What follows belongs to an exercise in optimizing a design on an open flow for a short achievable clock period and few clock cycles per item; a production flow would make more cautious choices. At most, simulation tests tie the RTL to the original design; equivalence was not proved. The flow treats the clock pin as an ideal source, which a real chip does not have.

Setup of quartz:
Design risc_processor, start of the top module:
module risc_processor (
    input clk,
    input reset,
    output [7:0] imem_addr,
    input  [7:0] imem_data,
    output reg [7:0] result,   
    output reg result_valid
    );
    reg [7:0] pcn;             
    reg [7:0] ia;              
    reg [7:0] rf [0:3];
    reg [7:0] mem [0:15];
    reg        if_valid;       
    reg [3:0]  if_rsh, if_rth; 
    reg [3:0]  if_sa, if_sb;   
    reg        if_wa, if_wb;   
    reg        if_fa, if_fb;   
    reg        if_add, if_sub, if_and, if_or, if_ld, if_st;
    reg [3:0]  if_we;          
    reg [3:0]  t_p0, t_p1, t_g0, t_g1, t_y00, t_y01, t_y10, t_y11;
    reg        ex_valid;
    reg [3:0]  ex_we;          
    reg        ex_wres;        
    reg [15:0] ex_sth;         
    reg        ex_stf;         
    reg [3:0]  wb_we;          
    reg [7:0]  last;           
    reg [7:0]  fw;             
    reg [3:0]  fwmn;           
    reg [15:0] fwmh;           
    reg        wb_wres;        
    reg        wb_valid;
    reg [7:0]  p0, p1, g0, g1; 
    reg [7:0]  y00, y01;       
    reg [7:0]  y10, y11;       
    reg        cin;
    reg [15:0] ex_lah;         
    reg        ex_sfa;         
    reg [7:0]  ex_sd;          
    assign imem_addr = ia;
    wire [7:0] pcn_next = pcn - 8'd1;
    wire [3:0] f_we = if_we;
    wire f_fwa = if_fa;
    wire f_fwb = if_fb;
    wire [7:0] ra = ({8{if_wa}} & fw) |
                    ({8{if_sa[0]}} & rf[0]) | ({8{if_sa[1]}} & rf[1]) |
                    ({8{if_sa[2]}} & rf[2]) | ({8{if_sa[3]}} & rf[3]);
    wire [7:0] rb = ({8{if_wb}} & fw) |
                    ({8{if_sb[0]}} & rf[0]) | ({8{if_sb[1]}} & rf[1]) |
                    ({8{if_sb[2]}} & rf[2]) | ({8{if_sb[3]}} & rf[3]);
    reg [7:0] d_p0, d_p1, d_g0, d_g1, d_y00, d_y01, d_y10, d_y11;
    integer k;
    always @* begin
        for (k = 0; k < 8; k = k + 1) begin
            d_p0[k]  = t_p0[{ra[k], rb[k]}];
            d_p1[k]  = t_p1[{ra[k], rb[k]}];
            d_g0[k]  = t_g0[{ra[k], rb[k]}];
            d_g1[k]  = t_g1[{ra[k], rb[k]}];
            d_y00[k] = t_y00[{ra[k], rb[k]}];
            d_y01[k] = t_y01[{ra[k], rb[k]}];
            d_y10[k] = t_y10[{ra[k], rb[k]}];
            d_y11[k] = t_y11[{ra[k], rb[k]}];
        end
    end
    wire [15:0] rah = 16'd1 << ra[3:0];
  ...
Size in the first run: roughly 1800 cells after synthesis, roughly 370 flip-flops, about 16000 µm² of cells after synthesis.
clock: 4.0 ns
lec_check: 0
abc_clock_period_in_ps: 1500
cap_margin: 20
core_margin: 2
core_utilization: 40
setup_slack_margin: 2.5
slew_margin: 20
standard.sh (not shown) runs the stock make flow with config.mk's settings and CLKGATE_MAP_FILE= SYNTH_SCRIPT=/design/flow/synth_recipe.tcl, a recipe that flattens the netlist after the stock synthesis.
==> flow/flow/run.sh <==
#!/bin/bash
# Own layout flow: the standard layout (standard.sh), with one change to
# synthesis: the combinational logic is mapped by ABC with flow/abc_fast.script
# (delay-oriented choice mapping) in place of ORFS's abc_speed.script, and
# Yosys's extract_fa (full/half adder cell extraction) is skipped.  Everything
# else -- the standard synthesis script (synth_recipe.tcl, so registers keep the
# standard names and cells), floorplan, placement, CTS, routing -- is unchanged.
# Each tool's full output stays in this folder: flow_make.log (make and every
# ORFS step) and orfs/logs/.
set -euo pipefail
W=$(pwd)
cat > "$W/own_synth.tcl" <<EOT
proc extract_fa {args} { puts "own flow: extract_fa skipped" }
proc abc {args} {
  set i [lsearch \$args -script]
  set args [lreplace \$args [expr {\$i+1}] [expr {\$i+1}] $W/flow/abc_fast.script]
  puts "own flow: abc -script [lindex \$args [expr {\$i+1}]]"
  yosys abc {*}\$args
}
source $W/synth_recipe.tcl
EOT
sed "s#/synth_recipe.tcl#/own_synth.tcl#" standard.sh > own_standard.sh
grep -q own_synth.tcl own_standard.sh
bash own_standard.sh finish > flow_make.log 2>&1
test -s out/final.def
==> flow/flow/abc_fast.script <==
strash
&get -n
&st
&dch
&nf
&st
&syn2
&if -g -K 6
&synch2
&nf
&put
strash
dch -f
map -D 1
buffer -c
topo
stime -c
upsize -c
dnsize -c
Testbench counts of quartz, summed over its fixed seeds: cycles 28,944, instructions 28,800.
Modified inputs, nickel compared to quartz
==> flow/flow/run.sh <==
#!/bin/bash
set -euo pipefail
W=$(pwd)
cat > "$W/own_synth.tcl" <<EOT
proc extract_fa {args} { puts "own flow: extract_fa skipped" }
proc abc {args} {
  set i [lsearch \$args -script]
  set args [lreplace \$args [expr {\$i+1}] [expr {\$i+1}] $W/flow/abc_fast.script]
  puts "own flow: abc -script [lindex \$args [expr {\$i+1}]]"
  yosys abc {*}\$args
}
source $W/synth_recipe.tcl
EOT
sed -e "s#/synth_recipe.tcl#/own_synth.tcl#" \
    -e "s#^make \(.*\) \"\${@:-finish}\"#make \1 POST_CTS_TCL=$W/flow/post_cts.tcl \"\${@:-finish}\"#" \
    standard.sh > own_standard.sh
grep -q own_synth.tcl own_standard.sh
grep -q POST_CTS_TCL own_standard.sh
bash own_standard.sh finish > flow_make.log 2>&1
test -s out/final.def
==> flow/flow/post_cts.tcl (new file) <==
set block [ord::get_db_block]
set root [$block findInst clkbuf_0_clk]
if {$root == "NULL"} {
  puts "own flow: no root clock buffer clkbuf_0_clk; clock tree kept"
} else {
  set innet [[$root findITerm A] getNet]
  set onet [[$root findITerm X] getNet]
  set loads {}
  foreach it [$onet getITerms] {
    if {[$it getInst] != $root} { lappend loads $it }
  }
  if {[llength $loads] > 4 || [llength [$innet getITerms]] != 1 || [llength [$innet getBTerms]] != 1} {
    puts "own flow: root clock buffer drives [llength $loads] pins; clock tree kept"
  } else {
    foreach it $loads {
      puts "own flow: clock port now drives [[$it getInst] getName]"
      $it disconnect
      $it connect $innet
    }
    [$root findITerm A] disconnect
    [$root findITerm X] disconnect
    odb::dbInst_destroy $root
    odb::dbNet_destroy $onet
    estimate_parasitics -placement
    report_clock_latency
    repair_timing_helper
    detailed_placement
    check_placement -verbose
    estimate_parasitics -placement
    report_clock_latency
  }
}
==> comparison <==
quartz went all the way through the flow, and no timing, DRC or antenna check failed. The final layout from nickel, which completed every stage, passed the timing, DRC and antenna checks at the end of the flow. [nickel] relative max-transition margin fell 1.5 points relative to quartz. Looking at design area across nickel and quartz, the one that comes out lower is quartz. Looking at first-iteration DRC count, nickel sits 8.2% lower than quartz does. Combined area of the multi-input logic cells in nickel vs quartz: up 2.1%. Buffering overhead, nickel and quartz: lower on quartz.

* * *

run 1:
The RTL this note starts from:
==> flow/design.v <==
module risc_processor (
    input clk,
    input reset,
    output [7:0] imem_addr,
    input  [7:0] imem_data,
    output reg [7:0] result,   
    output reg result_valid
    );
    reg [7:0] pc;
    reg [7:0] rf [0:3];
    reg [7:0] mem [0:15];
    reg        if_valid;       
    reg [3:0]  if_rsh, if_rth; 
    reg [3:0]  if_sa, if_sb;   
    reg        if_wa, if_wb;   
    reg        if_fa, if_fb;   
    reg        if_add, if_sub, if_and, if_or, if_ld, if_st;
    reg        ex_valid;
    reg [3:0]  ex_we;          
    reg        ex_wres;        
    reg [15:0] ex_sth;         
    reg        ex_stf;         
    reg [3:0]  wb_we;          
    reg [7:0]  fw;             
    reg [3:0]  fwm;            
    reg [7:0]  p0, p1, g0, g1; 
    reg [7:0]  y00, y01;       
    reg [7:0]  y10, y11;       
    reg        cin;
    reg [15:0] ex_lah;         
    reg        ex_ldf;         
    reg        ex_sfa;         
    reg [7:0]  ex_sd;          
    assign imem_addr = pc;
    wire f_ar = if_add | if_sub;
    wire [3:0] f_we = {4{if_valid & ~if_st}} & (if_ld ? if_rth : if_rsh);
    wire f_fwa = if_fa;
    wire f_fwb = if_fb;
    wire [7:0] ra = ({8{if_wa}} & fw) |
                    ({8{if_sa[0]}} & rf[0]) | ({8{if_sa[1]}} & rf[1]) |
                    ({8{if_sa[2]}} & rf[2]) | ({8{if_sa[3]}} & rf[3]);
    wire [7:0] rb = ({8{if_wb}} & fw) |
                    ({8{if_sb[0]}} & rf[0]) | ({8{if_sb[1]}} & rf[1]) |
                    ({8{if_sb[2]}} & rf[2]) | ({8{if_sb[3]}} & rf[3]);
    wire [7:0] a0 = ra;
    wire [7:0] a1 = ra | {8{f_fwa}};
    wire [7:0] bl0 = rb;
    wire [7:0] bl1 = rb | {8{f_fwb}};
    wire [7:0] b0 = bl0 ^ {8{if_sub}};
    wire [7:0] b1 = bl1 ^ {8{if_sub}};
    wire [7:0] q0 = f_ar ? (a0 ^ b0) : if_and ? (a0 & bl0) : if_or ? (a0 | bl0) : 8'h00;
    wire [7:0] q1 = f_ar ? (a1 ^ b1) : if_and ? (a1 & bl1) : if_or ? (a1 | bl1) : 8'h00;
    wire [15:0] rah = 16'd1 << ra[3:0];
    wire [15:0] rbh = 16'd1 << rb[3:0];
    wire f_fwm = (if_ld & f_fwa) | (if_st & f_fwb);
    wire [7:0] p = (fw & p1) | (~fw & p0);
    wire [7:0] g = (fw & g1) | (~fw & g0);
    wire [8:0] G0 = {g, cin};
    wire [8:0] P0 = {p, 1'b0};
    wire [8:0] G1 = G0 | (P0 & {G0[7:0], 1'b0});
    wire [8:0] P1 = P0 & {P0[7:0], 1'b0};
    wire [8:0] G2 = G1 | (P1 & {G1[6:0], 2'b0});
    wire [8:0] P2 = P1 & {P1[6:0], 2'b0};
    wire [8:0] G3 = G2 | (P2 & {G2[4:0], 4'b0});
    wire [7:0] c = G3[7:0];
    reg  [7:0] ldn;
    integer j;
    always @* begin
        ldn = 8'h00;
        for (j = 0; j < 16; j = j + 1)
            ldn = ldn | ({8{ex_lah[j]}} & mem[j]);
    end
    wire [7:0] ldf = ex_ldf ? mem[fwm] : 8'h00;
    wire [7:0] y0 = ((fw & y01) | (~fw & y00)) | ldn | ldf;
    wire [7:0] y1 = (fw & y11) | (~fw & y10);
    wire [7:0] res = (c & y1) | (~c & y0);
    wire [7:0] y0r = ex_wres ? y0 : result;
    wire [7:0] y1r = ex_wres ? y1 : result;
    wire [7:0] resr = (c & y1r) | (~c & y0r);
    wire [15:0] fwh = 16'd1 << fwm;
    wire [15:0] mwe = ex_sth | ({16{ex_stf}} & fwh);
    wire [7:0]  sd = ex_sfa ? fw : ex_sd;
    integer i;
    always @(posedge clk or posedge reset) begin
        if (reset) begin
            pc <= 8'd0;
            if_valid <= 1'b0;
            result_valid <= 1'b0;
            result <= 8'd0;
            ex_valid <= 1'b0;
            ex_we <= 4'b0000;
            ex_wres <= 1'b0;
            ex_sth <= 16'd0;
            ex_stf <= 1'b0;
            wb_we <= 4'b0000;
            rf[0] <= 8'h05;
            rf[1] <= 8'h00;
            rf[2] <= 8'h03;
            rf[3] <= 8'h00;
            for (i = 0; i < 16; i = i + 1)
                mem[i] <= (i == 5) ? 8'h0A : 8'h00;
        end else begin
            pc <= pc + 8'd1;
            if_valid <= 1'b1;
            ex_valid <= if_valid;
            ex_we <= f_we;
            ex_wres <= if_valid && !if_st;
            ex_sth <= (if_valid && if_st && !f_fwb) ? rbh : 16'd0;
            ex_stf <= if_valid && if_st && f_fwb;
            result_valid <= ex_valid;
            result <= resr;
            wb_we <= ex_we;
            for (i = 0; i < 16; i = i + 1)
                if (mwe[i])
                    mem[i] <= sd;
            for (i = 0; i < 4; i = i + 1)
                if (wb_we[i])
                    rf[i] <= fw;
        end
    end
    wire [3:0] i_rsh = 4'b0001 << imem_data[3:2];
    wire [3:0] i_rth = 4'b0001 << imem_data[1:0];
    wire i_fa = |(f_we & i_rsh);
    wire i_fb = |(f_we & i_rth);
    wire i_wa = |(ex_we & i_rsh);
    wire i_wb = |(ex_we & i_rth);
    always @(posedge clk) begin
        if_rsh <= i_rsh;
        if_rth <= i_rth;
        if_fa  <= i_fa;
        if_fb  <= i_fb;
        if_wa  <= i_wa & ~i_fa;
        if_wb  <= i_wb & ~i_fb;
        if_sa  <= (i_fa | i_wa) ? 4'b0000 : i_rsh;
        if_sb  <= (i_fb | i_wb) ? 4'b0000 : i_rth;
        if_add <= imem_data[7:4] == 4'd0;
        if_sub <= imem_data[7:4] == 4'd1;
        if_and <= imem_data[7:4] == 4'd2;
        if_or  <= imem_data[7:4] == 4'd3;
        if_ld  <= imem_data[7:4] == 4'd4;
        if_st  <= imem_data[7:4] == 4'd5;
        fw  <= res;
        fwm <= f_fwm ? res[3:0] : 4'd0;
        p0  <= a0 ^ b0;
        p1  <= a1 ^ b1;
        g0  <= {8{f_ar}} & a0 & b0;
        g1  <= {8{f_ar}} & a1 & b1;
        cin <= if_sub;
        y00 <= q0;
        y01 <= q1;
        y10 <= ~q0;
        y11 <= ~q1;
        ex_lah <= (if_ld && !f_fwa) ? rah : 16'd0;
        ex_ldf <= if_ld && f_fwa;
        ex_sfa <= f_fwa;
        ex_sd  <= ra;
    end
endmodule
Settings: LEC_CHECK=0, ABC_CLOCK_PERIOD_IN_PS=1500, CAP_MARGIN=20, CORE_MARGIN=2, CORE_UTILIZATION=40, SETUP_SLACK_MARGIN=2.5, SLEW_MARGIN=20; clock period 4.0 ns.
==> flow/flow/run.sh <==
#!/bin/bash
# Own layout flow: the standard layout (standard.sh), with one change to
# synthesis: the combinational logic is mapped by ABC with flow/abc_fast.script
# (delay-oriented choice mapping) in place of ORFS's abc_speed.script, and
# Yosys's extract_fa (full/half adder cell extraction) is skipped.  Everything
# else -- the standard synthesis script (synth_recipe.tcl, so registers keep the
# standard names and cells), floorplan, placement, CTS, routing -- is unchanged.
# Each tool's full output stays in this folder: flow_make.log (make and every
# ORFS step) and orfs/logs/.
set -euo pipefail
W=$(pwd)
cat > "$W/own_synth.tcl" <<EOT
proc extract_fa {args} { puts "own flow: extract_fa skipped" }
proc abc {args} {
  set i [lsearch \$args -script]
  set args [lreplace \$args [expr {\$i+1}] [expr {\$i+1}] $W/flow/abc_fast.script]
  yosys abc {*}\$args
}
source $W/synth_recipe.tcl
EOT
sed "s#/synth_recipe.tcl#/own_synth.tcl#" standard.sh > own_standard.sh
grep -q own_synth.tcl own_standard.sh
bash own_standard.sh finish > flow_make.log 2>&1
test -s out/final.def
==> flow/flow/abc_fast.script <==
strash
dch -f
map -D 1
buffer -c
topo
stime -c
upsize -c
dnsize -c
Edits applied to the flow inputs when going from run 1 to run 4:
--- a/flow/flow/run.sh
+++ b/flow/flow/run.sh
@@ -16,0 +17 @@
+  puts "own flow: abc -script [lindex \$args [expr {\$i+1}]]"
--- a/flow/flow/abc_fast.script
+++ b/flow/flow/abc_fast.script
@@ -0,0 +1,11 @@
+strash
+&get -n
+&st
+&dch
+&nf
+&st
+&syn2
+&if -g -K 6
+&synch2
+&nf
+&put
## What came out
Compared to run 1, run 4 has post-synthesis net count 127 lower.
Compared with run 1, run 4 shows a higher arrival time at the worst endpoint.
Summary of run 4 over run 1: share of synthesized cell area in and, or, nand and nor gates now sits lower, design area now sits lower, post-detailed-route wirelength per cell down 1.9 um, synthesized cell count saw a decrease.
Looking at capturing instance or port of the critical path, the result[0] result is from run 1; the fwm[0] one comes from run 4.
Count of multi-input gates: run 4 vs run 1 down 110
Die outline height | run 4 below run 1
No run of this note included a check of the RTL's function; only the layout flow was run.

-- what the ideal ports hide --
No port has a modelled driver above. Below, the same layouts with a new extraction and two added sets of constraints. Step 1: set_driving_cell puts a clkbuf_16 on clk and a buf_2 on each other input, an assumption about the parent block. Step 2 also shifts input and output timing later by t, the mid clock arrival at the registers, as if the neighbouring blocks saw the same clock. Three values: no drivers, after step 1, after step 2; two values: the first two.
run	t (ns)	setup slack, ns	worst slew at a driven data input, ns	pins driven straight from the clock port
quartz	0.613	2.137 / 2.077 / 1.988	0.03	1
nickel	0.483	2.269 / 2.206 / 2.114	0.06	4
run 1	0.614	2.020 / 1.965 / 1.930	0.04	1
run 4	0.612	2.060 / 2.023 / 1.878	0.04	1
After both steps setup and hold are still met in every run listed. For run 4, which loses most, drivers alone change the setup slack by -0.037 ns; drivers and shift together by -0.182 ns.
